Background: an optimization exercise with open tools, aiming at small area and a short achievable clock period. Do not read the settings as production practice.
RTL that was checked went through simulation tests only; none was proved equivalent to the original.
Power and IR drop assume default switching activity.

Design iir_filter_threefold, start of the top module:
module iir_filter_threefold(clk,rst,x,y);
input clk;
input rst;
input [19:0] x;
output reg [19:0] y;
reg pa, pb, pc;
reg [19:0] ob;           
reg [19:1] v;            
reg [17:0] h2, h3, h4;   
reg [16:0] h5;           
wire [19:1] pa0 = v ^ ob[19:1];
wire [19:1] ga0 = v & ob[19:1];
wire [19:1] gl [0:5];
wire [19:1] pl [0:5];
assign gl[0] = ga0;
assign pl[0] = pa0;
genvar gi, gk;
generate
  for (gk = 0; gk < 5; gk = gk + 1) begin : lvl
    for (gi = 1; gi <= 19; gi = gi + 1) begin : bitn
      if (gi - (1 << gk) >= 1) begin : comb
        assign gl[gk+1][gi] = gl[gk][gi] | (pl[gk][gi] & gl[gk][gi - (1 << gk)]);
        assign pl[gk+1][gi] = pl[gk][gi] & pl[gk][gi - (1 << gk)];
      end else begin : pass
        assign gl[gk+1][gi] = gl[gk][gi];
        assign pl[gk+1][gi] = pl[gk][gi];
      end
    end
  end
endgenerate
wire [19:1] cin = {gl[5][18:1], 1'b0};
wire [19:0] sum = {pa0 ^ cin, ob[0]};
always @(posedge clk) begin
  if (rst) begin
    pa <= 1'b0; pb <= 1'b0; pc <= 1'b0;
    ob <= 20'd0;
    v  <= 19'd0;
    y  <= 20'd0;
    h2 <= 18'd0; h3 <= 18'd0; h4 <= 18'd0;
    h5 <= 17'd0;
  end else begin
    pa <= pc | ~(pa | pb | pc);
    pb <= pa;
    pc <= pb;
    ob <= ({20{pc}} & {h3, 2'b00})
        | ({20{pa}} & {y[18:0], 1'b0})
        | ({20{pb}} & x);
    if (pc) begin
      y  <= sum;
      h2 <= y[17:0];
      h3 <= h2;
      h4 <= h3;
      h5 <= h4[16:0];
      v  <= {h5, 2'b00};
    end else begin
      v  <= sum[19:1];
    end
  end
end
endmodule
==> module iir_filter_threefold, before the edit <==
module iir_filter_threefold(clk,rst,x,y);
input clk;
input rst;
input [19:0] x;
output reg [19:0] y;
reg pa, pb, pc;
reg [19:0] ob;           
reg [19:1] v;            
reg [17:0] h2, h3, h4;   
reg [16:0] h5;           
wire [19:1] pa0 = v ^ ob[19:1];
wire [19:1] ga0 = v & ob[19:1];
wire [19:1] gl [0:5];
wire [19:1] pl [0:5];
assign gl[0] = ga0;
assign pl[0] = pa0;
genvar gi, gk;
generate
  for (gk = 0; gk < 5; gk = gk + 1) begin : lvl
    for (gi = 1; gi <= 19; gi = gi + 1) begin : bitn
      if (gi - (1 << gk) >= 1) begin : comb
        assign gl[gk+1][gi] = gl[gk][gi] | (pl[gk][gi] & gl[gk][gi - (1 << gk)]);
        assign pl[gk+1][gi] = pl[gk][gi] & pl[gk][gi - (1 << gk)];
      end else begin : pass
        assign gl[gk+1][gi] = gl[gk][gi];
        assign pl[gk+1][gi] = pl[gk][gi];
      end
    end
  end
endgenerate
wire [19:1] cin = {gl[5][18:1], 1'b0};
wire [19:0] sum = {pa0 ^ cin, ob[0]};
always @(posedge clk) begin
  if (rst) begin
    pa <= 1'b0; pb <= 1'b0; pc <= 1'b0;
    ob <= 20'd0;
    v  <= 19'd0;
    y  <= 20'd0;
    h2 <= 18'd0; h3 <= 18'd0; h4 <= 18'd0;
    h5 <= 17'd0;
  end else begin
    pa <= pc | ~(pa | pb | pc);
    pb <= pa;
    pc <= pb;
    ob <= ({20{pc}} & {h3, 2'b00})
        | ({20{pa}} & {y[18:0], 1'b0})
        | ({20{pb}} & x);
    if (pc) begin
      y  <= sum;
      h2 <= y[17:0];
      h3 <= h2;
      h4 <= h3;
      h5 <= h4[16:0];
      v  <= {h5, 2'b00};
    end else begin
      v  <= sum[19:1];
    end
  end
end
endmodule
==> flow/config.mk <==
export PLATFORM = sky130hd
export DESIGN_NAME = iir_filter_threefold
export DESIGN_NICKNAME = iir_filter_threefold
export VERILOG_FILES = /design/flow/design.v
export SDC_FILE = /design/flow/constraint.sdc
export NUM_CORES = 4
export LEC_CHECK = 0
export ABC_AREA = 1
export CAP_MARGIN = 20
export CORE_MARGIN = 2
export CORE_UTILIZATION = 40
export SETUP_SLACK_MARGIN = 3.8
export SLEW_MARGIN = 20
==> flow/constraint.sdc <==
create_clock -name core_clock -period 6.0 [get_ports {clk}]
set_input_delay 1.2000 -clock core_clock [delete_from_list [all_inputs] [get_ports {clk}]]
set_output_delay 1.2000 -clock core_clock [all_outputs]
set_load 0.01 [all_outputs]
standard.sh (not shown) runs the stock make flow with config.mk's settings and CLKGATE_MAP_FILE= SYNTH_SCRIPT=/design/flow/synth_recipe.tcl, a recipe that flattens the netlist after the stock synthesis.
==> flow/flow/run.sh <==
#!/bin/bash
# Own layout flow: the standard ORFS flow (standard synthesis unchanged),
# with plain buf_1 port buffers and resizing not tied to cell footprints.
set -euo pipefail
bash standard.sh \
  "BUFFER_PORTS_ARGS=-buffer_cell sky130_fd_sc_hd__buf_1" \
  "MATCH_CELL_FOOTPRINT=0" \
  finish > flow_make.log 2>&1
Edit:
==> flow/design.v (replaced) <==
module iir_filter_threefold(clk,rst,x,y);
input clk;
input rst;
input [19:0] x;
output reg [19:0] y;
reg pa, pb, pc;
reg [19:0] ob;           
reg [19:1] v;            
reg [17:0] h2, h3, h4;   
reg [16:0] h5;           
wire [19:0] sum = {v, 1'b0} + ob;
always @(posedge clk) begin
  if (rst) begin
    pa <= 1'b0; pb <= 1'b0; pc <= 1'b0;
    ob <= 20'd0;
    v  <= 19'd0;
    y  <= 20'd0;
    h2 <= 18'd0; h3 <= 18'd0; h4 <= 18'd0;
    h5 <= 17'd0;
  end else begin
    pa <= pc | ~(pa | pb | pc);
    pb <= pa;
    pc <= pb;
    ob <= ({20{pc}} & {h3, 2'b00})
        | ({20{pa}} & {y[18:0], 1'b0})
        | ({20{pb}} & x);
    if (pc) begin
      y  <= sum;
      h2 <= y[17:0];
      h3 <= h2;
      h4 <= h3;
      h5 <= h4[16:0];
      v  <= {h5, 2'b00};
    end else begin
      v  <= sum[19:1];
    end
  end
end
endmodule
After rerunning: The new run went through all stages and came out clean. Hold slack is about the same. Setup slack gets worse by 11 ps. Clock-buffer cell count decreases by 3. Power increases by 16%. Sequential share of layout area decreases by 0.38 points. Clock skew barely changes. Non-clock buffer count decreases by 2. Die area decreases by 1.8%. Sequential power hardly moves. Cell count is about the same. Cell area increases by 0.92%. Routed wire length decreases by 1.8%. Clock power increases by 34%. Via count increases by 1.2%.

---

iir_filter_threefold, a different RTL version from the one above (not shown whole).
Size in the first run: about 42 I/O pins, ~5000 sq um of cells after synthesis.
==> module iir_filter_threefold, before the edit <==
module iir_filter_threefold(clk,rst,x,y);
input clk;
input rst;
input [19:0] x;
output reg [19:0] y;
reg rr;
reg pa, pb, pc;
reg [19:0] ob;           
reg [19:1] v;            
reg [17:0] h2, h3n, h4;  
reg [16:0] h5n;          
wire [18:0] ap = v;
wire [18:0] bp = ob[19:1];
wire [18:0] p0 = ap ^ bp;
wire [18:0] g0 = ap & bp;
wire gg1 = g0[1] | (p0[1] & g0[0]);
wire gg2 = g0[3] | (p0[3] & g0[2]);
wire pp2 = p0[3] & p0[2];
wire gg3 = g0[5] | (p0[5] & g0[4]);
wire pp3 = p0[5] & p0[4];
wire gg4 = g0[7] | (p0[7] & g0[6]);
wire pp4 = p0[7] & p0[6];
wire gg5 = g0[9] | (p0[9] & g0[8]);
wire pp5 = p0[9] & p0[8];
wire gg6 = g0[11] | (p0[11] & g0[10]);
wire pp6 = p0[11] & p0[10];
wire gg7 = g0[13] | (p0[13] & g0[12]);
wire pp7 = p0[13] & p0[12];
wire gg8 = g0[15] | (p0[15] & g0[14]);
wire pp8 = p0[15] & p0[14];
wire gg9 = g0[17] | (p0[17] & g0[16]);
wire pp9 = p0[17] & p0[16];
wire gg10 = gg2 | (pp2 & gg1);
wire gg11 = gg3 | (pp3 & gg2);
wire pp11 = pp3 & pp2;
wire gg12 = gg4 | (pp4 & gg3);
wire pp12 = pp4 & pp3;
wire gg13 = gg5 | (pp5 & gg4);
wire pp13 = pp5 & pp4;
wire gg14 = gg6 | (pp6 & gg5);
wire pp14 = pp6 & pp5;
wire gg15 = gg7 | (pp7 & gg6);
wire pp15 = pp7 & pp6;
wire gg16 = gg8 | (pp8 & gg7);
wire pp16 = pp8 & pp7;
wire gg17 = gg9 | (pp9 & gg8);
wire pp17 = pp9 & pp8;
wire gg18 = gg11 | (pp11 & gg1);
wire gg19 = gg12 | (pp12 & gg10);
wire gg20 = gg13 | (pp13 & gg11);
wire pp20 = pp13 & pp11;
wire gg21 = gg14 | (pp14 & gg12);
wire pp21 = pp14 & pp12;
wire gg22 = gg15 | (pp15 & gg13);
wire pp22 = pp15 & pp13;
wire gg23 = gg16 | (pp16 & gg14);
wire pp23 = pp16 & pp14;
wire gg24 = gg17 | (pp17 & gg15);
wire pp24 = pp17 & pp15;
wire gg25 = gg20 | (pp20 & gg1);
wire gg26 = gg21 | (pp21 & gg10);
wire gg27 = gg22 | (pp22 & gg18);
wire gg28 = gg23 | (pp23 & gg19);
wire gg29 = gg24 | (pp24 & gg20);
wire pp29 = pp24 & pp20;
wire gg30 = gg29 | (pp29 & gg1);
wire gg31 = g0[2] | (p0[2] & gg1);
wire gg32 = g0[4] | (p0[4] & gg10);
wire gg33 = g0[6] | (p0[6] & gg18);
wire gg34 = g0[8] | (p0[8] & gg19);
wire gg35 = g0[10] | (p0[10] & gg25);
wire gg36 = g0[12] | (p0[12] & gg26);
wire gg37 = g0[14] | (p0[14] & gg27);
wire gg38 = g0[16] | (p0[16] & gg28);
wire gg39 = g0[18] | (p0[18] & gg30);
wire [18:0] cg = {gg39, gg30, gg38, gg28, gg37, gg27, gg36, gg26, gg35, gg25, gg34, gg19, gg33, gg18, gg32, gg10, gg31, gg1, g0[0]};
wire [19:0] sum = {p0 ^ {cg[17:0], 1'b0}, ob[0]};
always @(posedge clk) begin
  rr <= rst;
  if (rst)
    y <= 20'd0;
  else if (pc & ~rr)
    y <= sum;
  if (rr) begin
    pa <= 1'b1; pb <= 1'b0; pc <= 1'b0;
    ob <= 20'd0;
    v  <= 19'd0;
    h2 <= 18'd0; h3n <= 18'h3ffff; h4 <= 18'd0;
    h5n <= 17'h1ffff;
  end else begin
    pa <= pc;
    pb <= pa;
    pc <= pb;
    ob <= ({20{pc}} & {~h3n, 2'b00})
        | ({20{pa}} & {y[18:0], 1'b0})
        | ({20{pb}} & x);
    if (pc) begin
      h2 <= y[17:0];
      h3n <= ~h2;
      h4 <= ~h3n;
      h5n <= ~h4[16:0];
      v  <= {~h5n, 2'b00};
    end else begin
      v  <= sum[19:1];
    end
  end
end
endmodule
clock: 6.0 ns
lec_check: 0
abc_area: 1
cap_margin: 20
core_margin: 2
core_utilization: 40
setup_slack_margin: 3.9
slew_margin: 20
==> flow/flow/run.sh <==
#!/bin/bash
# Own layout flow: the standard ORFS flow (standard synthesis unchanged), with
#  - plain buf_1 port buffers (resized later as timing needs),
#  - resizing not tied to cell footprints,
#  - a clock tree of clkbuf_8 leaf buffers under a clkbuf_16 root, without dummy loads.
set -euo pipefail
bash standard.sh \
  "BUFFER_PORTS_ARGS=-buffer_cell sky130_fd_sc_hd__buf_1" \
  "MATCH_CELL_FOOTPRINT=0" \
  "CTS_ARGS=-sink_clustering_enable -repair_clock_nets -dont_use_dummy_load -buf_list sky130_fd_sc_hd__clkbuf_8 -root_buf sky130_fd_sc_hd__clkbuf_16" \
  finish > flow_make.log 2>&1
Rerun with:
--- a/flow/design.v
+++ b/flow/design.v
@@ -3,7 +3,6 @@
 input rst;
 input [19:0] x;
 output reg [19:0] y;
-reg rr;
 reg pa, pb, pc;
 reg [19:0] ob;           
 reg [19:1] v;            
@@ -76,25 +75,22 @@
 wire [18:0] cg = {gg39, gg30, gg38, gg28, gg37, gg27, gg36, gg26, gg35, gg25, gg34, gg19, gg33, gg18, gg32, gg10, gg31, gg1, g0[0]};
 wire [19:0] sum = {p0 ^ {cg[17:0], 1'b0}, ob[0]};
 always @(posedge clk) begin
-  rr <= rst;
-  if (rst)
-    y <= 20'd0;
-  else if (pc & ~rr)
-    y <= sum;
-  if (rr) begin
-    pa <= 1'b1; pb <= 1'b0; pc <= 1'b0;
+  if (rst) begin
+    pa <= 1'b0; pb <= 1'b0; pc <= 1'b0;
+    y  <= 20'd0;
     ob <= 20'd0;
     v  <= 19'd0;
     h2 <= 18'd0; h3n <= 18'h3ffff; h4 <= 18'd0;
     h5n <= 17'h1ffff;
   end else begin
-    pa <= pc;
+    pa <= pc | ~(pa | pb | pc);
     pb <= pa;
     pc <= pb;
     ob <= ({20{pc}} & {~h3n, 2'b00})
         | ({20{pa}} & {y[18:0], 1'b0})
         | ({20{pb}} & x);
     if (pc) begin
+      y  <= sum;
       h2 <= y[17:0];
       h3n <= ~h2;
       h4 <= ~h3n;
=> The new run ran to the end with no violations. Core utilization rises by 1.2 points. Total power shrinks by 3.8%. Final cell count is unchanged. Die area fell by 0.67%. Via count went down by 1.1%. Sequential share of layout area went down by 0.52 points. Register-to-register slack degrades by 0.04 ns. Design area drops by 0.36%. Global-route usage came out lower by 0.69 points. Area after synthesis goes down by 0.69%. Hold slack gets worse by 0.0045 ns. Worst setup slack loses 0.036 ns.
No run of this note included a check of the RTL's function; only the layout flow was run.

[what the ideal ports hide]
The flow's constraints put no driver on any port. The routed layouts listed below were extracted and timed again, unchanged, in two steps. Step 1, drivers: a clkbuf_16 drives clk and a buf_2 each remaining input, both assumed. Step 2 times the ports against the registers' clock, not the clock port: input delays grow and output delays shrink by t, the midpoint of the rising clock arrivals with the driver on. a / b / c = ideal / step 1 / step 2; a / b = the first two.
run | t, ns | setup WS [ns] | latest minus earliest clock arrival (ns) | worst data-port slew with drivers (ns)
the first run of note 1 | 0.440 | 3.845 / 3.804 / 3.466 | 0.010 / 0.010 | 0.04
the second run of note 1 | 0.448 | 3.834 / 3.792 / 3.452 | 0.008 / 0.008 | 0.05
the first run of note 2 | 0.387 | 3.795 / 3.765 / 3.624 | 0.018 / 0.018 | 0.03
the second run of note 2 | 0.382 | 3.758 / 3.758 / 3.678 | 0.024 / 0.024 | 0.04
After both steps setup and hold are still met in every run listed. For the second run of note 1, which loses most, drivers alone change the setup slack by -0.042 ns; drivers and shift together by -0.382 ns.
